Background: an optimization exercise with open tools, aiming at small area. Do not read the settings as production practice. In this exercise RTL edits were held to simulation tests only and were not proved equivalent to the original. Power figures rest on the tool's default switching activity, not on a simulated workload.

==> run G: inputs <==
==> flow/design.v (excerpt) <==
module odu_count_gen_fifo(
    input           clk,
    input           rst,
    input           enable_chid,
    input           type_chid,
    input           fifo_read_enable,
    output          fifo_empty,
    output [394:0]  fifo_data_out,
    output [383:0]  data_chid,
    output          data_valid_chid
    );
==> module fifo_dual_port_ram_simple, before the edit <==
module fifo_dual_port_ram_simple
    #(
        parameter DATA_WIDTH = 384,
        parameter ADDR_WIDTH = 3
    )
    (
        input                        clk,
        input                        w_en,
        input                        reset,
        input   [ADDR_WIDTH - 1 : 0] w_addr,
        input   [ADDR_WIDTH - 1 : 0] r_addr,
        input   [DATA_WIDTH - 1 : 0] w_data,
        output  [DATA_WIDTH  -1 : 0] r_data,
        output                       r_filled    
    );
    reg [DATA_WIDTH - 1: 0] mem [0: 2**ADDR_WIDTH - 1];
    reg [2**ADDR_WIDTH - 1: 0] filled;
    assign r_data   = mem[r_addr];
    assign r_filled = filled[r_addr];
    always @(posedge clk) begin
        if (w_en)
            mem[w_addr] <= w_data;
    end
    always @(posedge clk) begin
        if (reset)
            filled <= 'd0;
        else if (w_en)
            filled[w_addr] <= 1'b1;
    end
endmodule
==> module odu_word_decode, before the edit <==
module odu_word_decode #(parameter HAS_ONES = 1) (
        input  [13:0]  word,
        input  [3:0]   hdr_row,       
        output [383:0] data,
        output         frame_start,
        output         row_start
        );
    wire [1:0] m2 = word[13:12], m1 = word[11:10], m0 = word[9:8];
    wire       ones = HAS_ONES ? (m1 == 2'd3) : 1'b0;
    wire [7:0] b1 = word[7:0];
    wire [7:0] b0 = b1 + ((m0 == 2'd2) ? 8'd9 : 8'd16);
    wire [7:0] b2 = b1 - ((m1 == 2'd2) ? 8'd9 : 8'd16);
    odu_chunk_decode #(.KIND(2)) chunk2 (
        .b(b2), .row(hdr_row), .ones(ones), .en_lo(m2[0] ^ m2[1]), .en_hi(m2[0] & ~m2[1]),
        .spec(m2[0] & m2[1]), .d(data[383:256]));
    odu_chunk_decode #(.KIND(0)) chunk1 (
        .b(b1), .row(4'd0), .ones(ones), .en_lo(m1[0] ^ m1[1]), .en_hi(m1[0] & ~m1[1]),
        .spec(1'b0), .d(data[255:128]));
    odu_chunk_decode #(.KIND(1)) chunk0 (
        .b(b0), .row(4'd0), .ones(ones), .en_lo(m0[0] ^ m0[1]), .en_hi(m0[0] & ~m0[1]),
        .spec(m0[0] & m0[1]), .d(data[127:0]));
    assign row_start   = m2[0] & m2[1];
    assign frame_start = row_start & ~hdr_row[1] & ~hdr_row[0];
endmodule
==> module odu_chunk_decode, before the edit <==
module odu_chunk_decode #(parameter KIND = 0) (
        input  [7:0]   b,
        input  [3:0]   row,
        input          ones,
        input          en_lo,
        input          en_hi,
        input          spec,
        output [127:0] d
        );
    function lt;
        input [3:0] x;
        input [3:0] c;
        input integer n;
        integer i;
        begin
            lt = 1'b0;
            for (i = 0; i < n; i = i + 1)
                lt = c[i] ? (~x[i] | lt) : (~x[i] & lt);
        end
    endfunction
    function cbit;
        input [3:0] bb;
        input integer j;
        input integer p;
        reg   [3:0] n;
        reg   [7:0] mf;
        begin
            if (KIND == 1)
                cbit = (p == 0 || p == 3 || p == 4 || p == 7);
            else if (KIND == 2) begin
                n  = {bb[1] & bb[0], bb[1] ^ bb[0], ~bb[0]};
                mf = {bb[3], bb[2], {6{bb[3] & bb[2]}}};
                if (j == 1)
                    cbit = (~bb[1] & ~bb[0]) ? mf[p] : n[p % 4];
                else
                    cbit = n[p % 4];
            end else
                cbit = 1'b0;
        end
    endfunction
    wire [3:0] h   = b[7:4];
    wire [3:0] hm1 = {h[3] ^ ~(h[2] | h[1] | h[0]), h[2] ^ ~(h[1] | h[0]), h[1] ^ ~h[0], ~h[0]};
    genvar j, p;
    generate
        for (j = 0; j < 16; j = j + 1) begin : g_byte
            wire en = (j < 9) ? en_lo : en_hi;
            for (p = 0; p < 8; p = p + 1) begin : g_bit
                wire raw0, raw1, sel;
                if (p >= 4) begin : g_hi
                    assign raw0 = h[p - 4];
                    assign raw1 = hm1[p - 4];
                    assign sel  = lt(b[3:0], j, 4);
                end else begin : g_lo
                    assign raw0 = b[p] ^ ((j >> p) & 1);
                    assign raw1 = ~b[p] ^ ((j >> p) & 1);
                    assign sel  = lt(b[3:0], j, p);
                end
                wire c  = cbit(row, j, p);
                wire g0 = ones | (en & raw0) | (spec & c);
                wire g1 = ones | (en & raw1) | (spec & c);
                assign d[8*j + p] = sel ? g1 : g0;
            end
        end
    endgenerate
endmodule
Settings: LEC_CHECK=0, ABC_AREA=1, CAP_MARGIN=20, CORE_AREA=4 4 276 276, CTS_BUF_LIST=sky130_fd_sc_hd__clkbuf_8, CTS_CLUSTER_SIZE=30, DIE_AREA=0 0 280 280, PLACE_DENSITY=0.6, SLEW_MARGIN=20; clock period 6.0 ns.
standard.sh (not shown) runs the stock make flow with config.mk's settings and CLKGATE_MAP_FILE= SYNTH_SCRIPT=/design/flow/synth_recipe.tcl, a recipe that flattens the netlist after the stock synthesis.
==> flow/flow/run.sh <==
#!/bin/bash
# The standard flow with two changes:
#  - after the standard synthesis, the combinational cells are re-mapped for
#    area (remap.sh); the flip-flops are left exactly as synthesis made them;
#  - the port buffers use the smallest buffer cell (sky130_fd_sc_hd__buf_1).
set -euo pipefail
export BUFFER_PORTS_ARGS="-buffer_cell sky130_fd_sc_hd__buf_1"
RES=orfs/results/${FLOW_PLATFORM:-sky130hd}/odu_count_gen_fifo/base
bash standard.sh synth > log_1_standard_synth.txt 2>&1
cp $RES/1_2_yosys.v 1_2_yosys_standard.v
bash flow/remap.sh 1_2_yosys_standard.v 1_2_yosys_remap.v log_2_remap_yosys.txt
cp 1_2_yosys_remap.v $RES/1_2_yosys.v
touch $RES/1_2_yosys.v
bash standard.sh > log_3_standard_finish.txt 2>&1
==> flow/flow/remap.sh <==
#!/bin/bash
# remap.sh IN.v OUT.v LOG
# Re-maps the combinational cells of the standard synthesis netlist IN.v for
# area with ABC's area mapper, keeping every flip-flop instance (name, cell
# type, connections and the names of the nets its Q pin drives) unchanged.
set -euo pipefail
IN=$1; OUT=$2; LOG=$3
FLOW=${FLOW_HOME:-/OpenROAD-flow-scripts/flow}
LIB=$FLOW/platforms/sky130hd/lib/sky130_fd_sc_hd__tt_025C_1v80.lib
YOSYS=$(command -v yosys || echo /OpenROAD-flow-scripts/tools/install/yosys/bin/yosys)
SEQ=$(grep -o 'sky130_fd_sc_hd__[a-z0-9_]*' $IN | sort -u | grep -E '__(e?s?df|dl|sdl|edf)' | tr '\n' ' ')
DU=""
for c in $(grep -o 'sky130_fd_sc_hd__\(lpflow_[a-z0-9_]*\|probe[a-z_0-9]*\)' $LIB | sort -u); do DU="$DU -dont_use $c"; done
A="strash;dch,-f;amap;topo"
cat > ${OUT%.v}.ys <<EOY
read_liberty -ignore_miss_func $LIB
read_verilog $IN
hierarchy -top odu_count_gen_fifo
blackbox $SEQ
flatten
rename -hide w:_*_.*
opt_clean
stat -liberty $LIB
abc -liberty $LIB $DU -script +$A;$A;$A;$A
read_liberty -lib -overwrite $LIB
splitnets
opt_clean -purge
hilomap -singleton -hicell sky130_fd_sc_hd__conb_1 HI -locell sky130_fd_sc_hd__conb_1 LO
insbuf -buf sky130_fd_sc_hd__buf_4 A X
check -assert
stat -liberty $LIB
write_verilog -noattr -nohex -nodec $OUT
EOY
$YOSYS -s ${OUT%.v}.ys > $LOG 2>&1
==> run E (differences from run G) <==
--- a/flow/design.v
+++ b/flow/design.v
@@ -50,18 +50,18 @@
         output                       r_filled    
     );
     reg [DATA_WIDTH - 1: 0] mem [0: 2**ADDR_WIDTH - 1];
-    reg [2**ADDR_WIDTH - 1: 0] filled;
+    reg word_all_filled;
     assign r_data   = mem[r_addr];
-    assign r_filled = filled[r_addr];
+    assign r_filled = word_all_filled | (r_addr < w_addr);
     always @(posedge clk) begin
         if (w_en)
             mem[w_addr] <= w_data;
     end
     always @(posedge clk) begin
         if (reset)
-            filled <= 'd0;
-        else if (w_en)
-            filled[w_addr] <= 1'b1;
+            word_all_filled <= 1'b0;
+        else if (w_en && w_addr == {ADDR_WIDTH{1'b1}})
+            word_all_filled <= 1'b1;
     end
 endmodule
 `timescale 1ns / 1ps
@@ -363,23 +363,35 @@
         );
     wire [1:0] m2 = word[13:12], m1 = word[11:10], m0 = word[9:8];
     wire       ones = HAS_ONES ? (m1 == 2'd3) : 1'b0;
-    wire [7:0] b1 = word[7:0];
-    wire [7:0] b0 = b1 + ((m0 == 2'd2) ? 8'd9 : 8'd16);
-    wire [7:0] b2 = b1 - ((m1 == 2'd2) ? 8'd9 : 8'd16);
+    wire [3:0] l1 = word[3:0];
+    wire [3:0] h  = word[7:4];
+    wire [3:0] hp1 = h + 4'd1, hm1 = h - 4'd1, hm2 = h - 4'd2;
+    wire       z0 = (m0 == 2'd2);
+    wire [3:0] l0 = z0 ? l1 + 4'd9 : l1;
+    wire       c0 = z0 & (l1 >= 4'd7);       
+    wire [3:0] h0    = (z0 & ~c0) ? h   : hp1;
+    wire [3:0] h0_m1 = (z0 & ~c0) ? hm1 : h;
+    wire       z1 = (m1 == 2'd2);
+    wire [3:0] l2 = z1 ? l1 - 4'd9 : l1;
+    wire       b2c = z1 & (l1 >= 4'd9);      
+    wire [3:0] h2    = b2c ? h   : hm1;
+    wire [3:0] h2_m1 = b2c ? hm1 : hm2;
     odu_chunk_decode #(.KIND(2)) chunk2 (
-        .b(b2), .row(hdr_row), .ones(ones), .en_lo(m2[0] ^ m2[1]), .en_hi(m2[0] & ~m2[1]),
+        .l(l2), .h(h2), .hm1(h2_m1), .row(hdr_row), .ones(ones), .en_lo(m2[0] ^ m2[1]), .en_hi(m2[0] & ~m2[1]),
         .spec(m2[0] & m2[1]), .d(data[383:256]));
     odu_chunk_decode #(.KIND(0)) chunk1 (
-        .b(b1), .row(4'd0), .ones(ones), .en_lo(m1[0] ^ m1[1]), .en_hi(m1[0] & ~m1[1]),
+        .l(l1), .h(h), .hm1(hm1), .row(4'd0), .ones(ones), .en_lo(m1[0] ^ m1[1]), .en_hi(m1[0] & ~m1[1]),
         .spec(1'b0), .d(data[255:128]));
     odu_chunk_decode #(.KIND(1)) chunk0 (
-        .b(b0), .row(4'd0), .ones(ones), .en_lo(m0[0] ^ m0[1]), .en_hi(m0[0] & ~m0[1]),
+        .l(l0), .h(h0), .hm1(h0_m1), .row(4'd0), .ones(ones), .en_lo(m0[0] ^ m0[1]), .en_hi(m0[0] & ~m0[1]),
         .spec(m0[0] & m0[1]), .d(data[127:0]));
     assign row_start   = m2[0] & m2[1];
     assign frame_start = row_start & ~hdr_row[1] & ~hdr_row[0];
 endmodule
 module odu_chunk_decode #(parameter KIND = 0) (
-        input  [7:0]   b,
+        input  [3:0]   l,        
+        input  [3:0]   h,        
+        input  [3:0]   hm1,      
         input  [3:0]   row,
         input          ones,
         input          en_lo,
@@ -418,8 +430,7 @@
                 cbit = 1'b0;
         end
     endfunction
-    wire [3:0] h   = b[7:4];
-    wire [3:0] hm1 = {h[3] ^ ~(h[2] | h[1] | h[0]), h[2] ^ ~(h[1] | h[0]), h[1] ^ ~h[0], ~h[0]};
+    wire [7:0] b = {h, l};
     genvar j, p;
     generate
         for (j = 0; j < 16; j = j + 1) begin : g_byte
==> flow/flow/run.sh (replaced) <==
#!/bin/bash
# The standard flow with these changes:
#  - after the standard synthesis, the combinational cells are re-mapped for
#    area (remap.sh); the flip-flops are left exactly as synthesis made them;
#  - the port buffers use the smallest buffer cell (sky130_fd_sc_hd__buf_1);
#  - clock tree synthesis inserts no dummy loads;
#  - global placement is not timing driven (GPL_TIMING_DRIVEN 0), and the
#    synthesis buffers it would have removed are removed before it
#    (pre_global_place.tcl).
set -euo pipefail
export PRE_GLOBAL_PLACE_TCL=$(pwd)/flow/pre_global_place.tcl
export BUFFER_PORTS_ARGS="-buffer_cell sky130_fd_sc_hd__buf_1"
export CTS_ARGS="-sink_clustering_enable -repair_clock_nets -buf_list sky130_fd_sc_hd__clkbuf_16 -dont_use_dummy_load"
RES=orfs/results/${FLOW_PLATFORM:-sky130hd}/odu_count_gen_fifo/base
bash standard.sh synth > log_1_standard_synth.txt 2>&1
cp $RES/1_2_yosys.v 1_2_yosys_standard.v
bash flow/remap.sh 1_2_yosys_standard.v 1_2_yosys_remap.v log_2_remap_yosys.txt
cp 1_2_yosys_remap.v $RES/1_2_yosys.v
touch $RES/1_2_yosys.v
bash standard.sh > log_3_standard_finish.txt 2>&1
==> flow/flow/pre_global_place.tcl (new file) <==
# remove the buffers synthesis inserted, as global placement does when it is
# timing driven
remove_buffers
--- a/flow/flow/remap.sh
+++ b/flow/flow/remap.sh
@@ -11,7 +11,7 @@
 SEQ=$(grep -o 'sky130_fd_sc_hd__[a-z0-9_]*' $IN | sort -u | grep -E '__(e?s?df|dl|sdl|edf)' | tr '\n' ' ')
 DU=""
 for c in $(grep -o 'sky130_fd_sc_hd__\(lpflow_[a-z0-9_]*\|probe[a-z_0-9]*\)' $LIB | sort -u); do DU="$DU -dont_use $c"; done
-A="strash;dch,-f;amap;topo"
+A="strash;dch,-f;amap,-F,10,-A,10;topo"
 cat > ${OUT%.v}.ys <<EOY
 read_liberty -ignore_miss_func $LIB
 read_verilog $IN
Settings changed: CORE_AREA 4 4 276 276 to 4 4 266 266, CTS_BUF_LIST sky130_fd_sc_hd__clkbuf_8 to sky130_fd_sc_hd__clkbuf_16, CTS_CLUSTER_SIZE 30 to unset, DIE_AREA 0 0 280 280 to 0 0 270 270, GPL_TIMING_DRIVEN set to 0, PLACE_DENSITY 0.6 to 0.75, SETUP_SLACK_MARGIN set to 0.1.
==> results.txt <==
metric                                                                       run E                      run G
Total length of routed met2 wires                                    39500 microns              40230 microns
Internal power                                                            1.022 mW                  0.9554 mW
Met3 demand-to-capacity share in global routing                            0.09443                    0.06557
Vias post-DR                                                                 19530                      19220
Initial cell density of the core                                            0.1890                     0.1780
Master of the slowest instance on the critical path      sky130_fd_sc_hd__clkinv_1   sky130_fd_sc_hd__o22ai_1
Antenna violations before repair                                                 2                          3
Proportion of layout cells with a drive suffix above 1                     0.06614                    0.06494
Net Switching                                                            0.2842 mW                  0.2996 mW
Worst hold slack across all endpoints                                    0.4559 ns                  0.4692 ns
Floorplan Core Area                                                    67630 sq um                73210 sq um
Outcome                                                             finished clean             finished clean
Number of global-route vias before repair                                    17510                      17080
Sequential share of power                                                    0.567                      0.594
Total cell area at the placement stage                                 15320 sq um                16360 sq um
Clock root buffer                                       sky130_fd_sc_hd__clkbuf_16  sky130_fd_sc_hd__clkbuf_8
Cell mode on critical path                               sky130_fd_sc_hd__clkinv_1    sky130_fd_sc_hd__nor2_1

[re-timing with driven ports]
No port has a modelled driver above. Below, the same layouts with a new extraction and two added sets of constraints. Step 1 (the two cells are an assumption about what drives the block):
set clk [get_ports {clk}]
set_driving_cell -lib_cell sky130_fd_sc_hd__clkbuf_16 $clk
set_driving_cell -lib_cell sky130_fd_sc_hd__buf_2 [delete_from_list [all_inputs] $clk]
Step 2 moves the port delays by t, midway between the first and last clock arrival at a register: inputs arrive t later, outputs are due t later. That takes back most of the time a late clock gives input paths. Three values: ideal ports, drivers, drivers and shift; two values: the first two.
run | t, ns | setup slack, ns | worst hold slack (ns) | worst data-port slew with drivers (ns)
run G | 0.429 | 0.252 / 0.209 / 0.580 | 0.469 / 0.469 / 0.469 | 0.11
run E | 0.395 | 0.214 / 0.166 / 0.204 | 0.456 / 0.456 / 0.456 | 0.08
After both steps every run listed still meets setup and hold. For run E, which loses most, drivers alone change the setup slack by -0.048 ns; drivers and shift together by -0.010 ns.
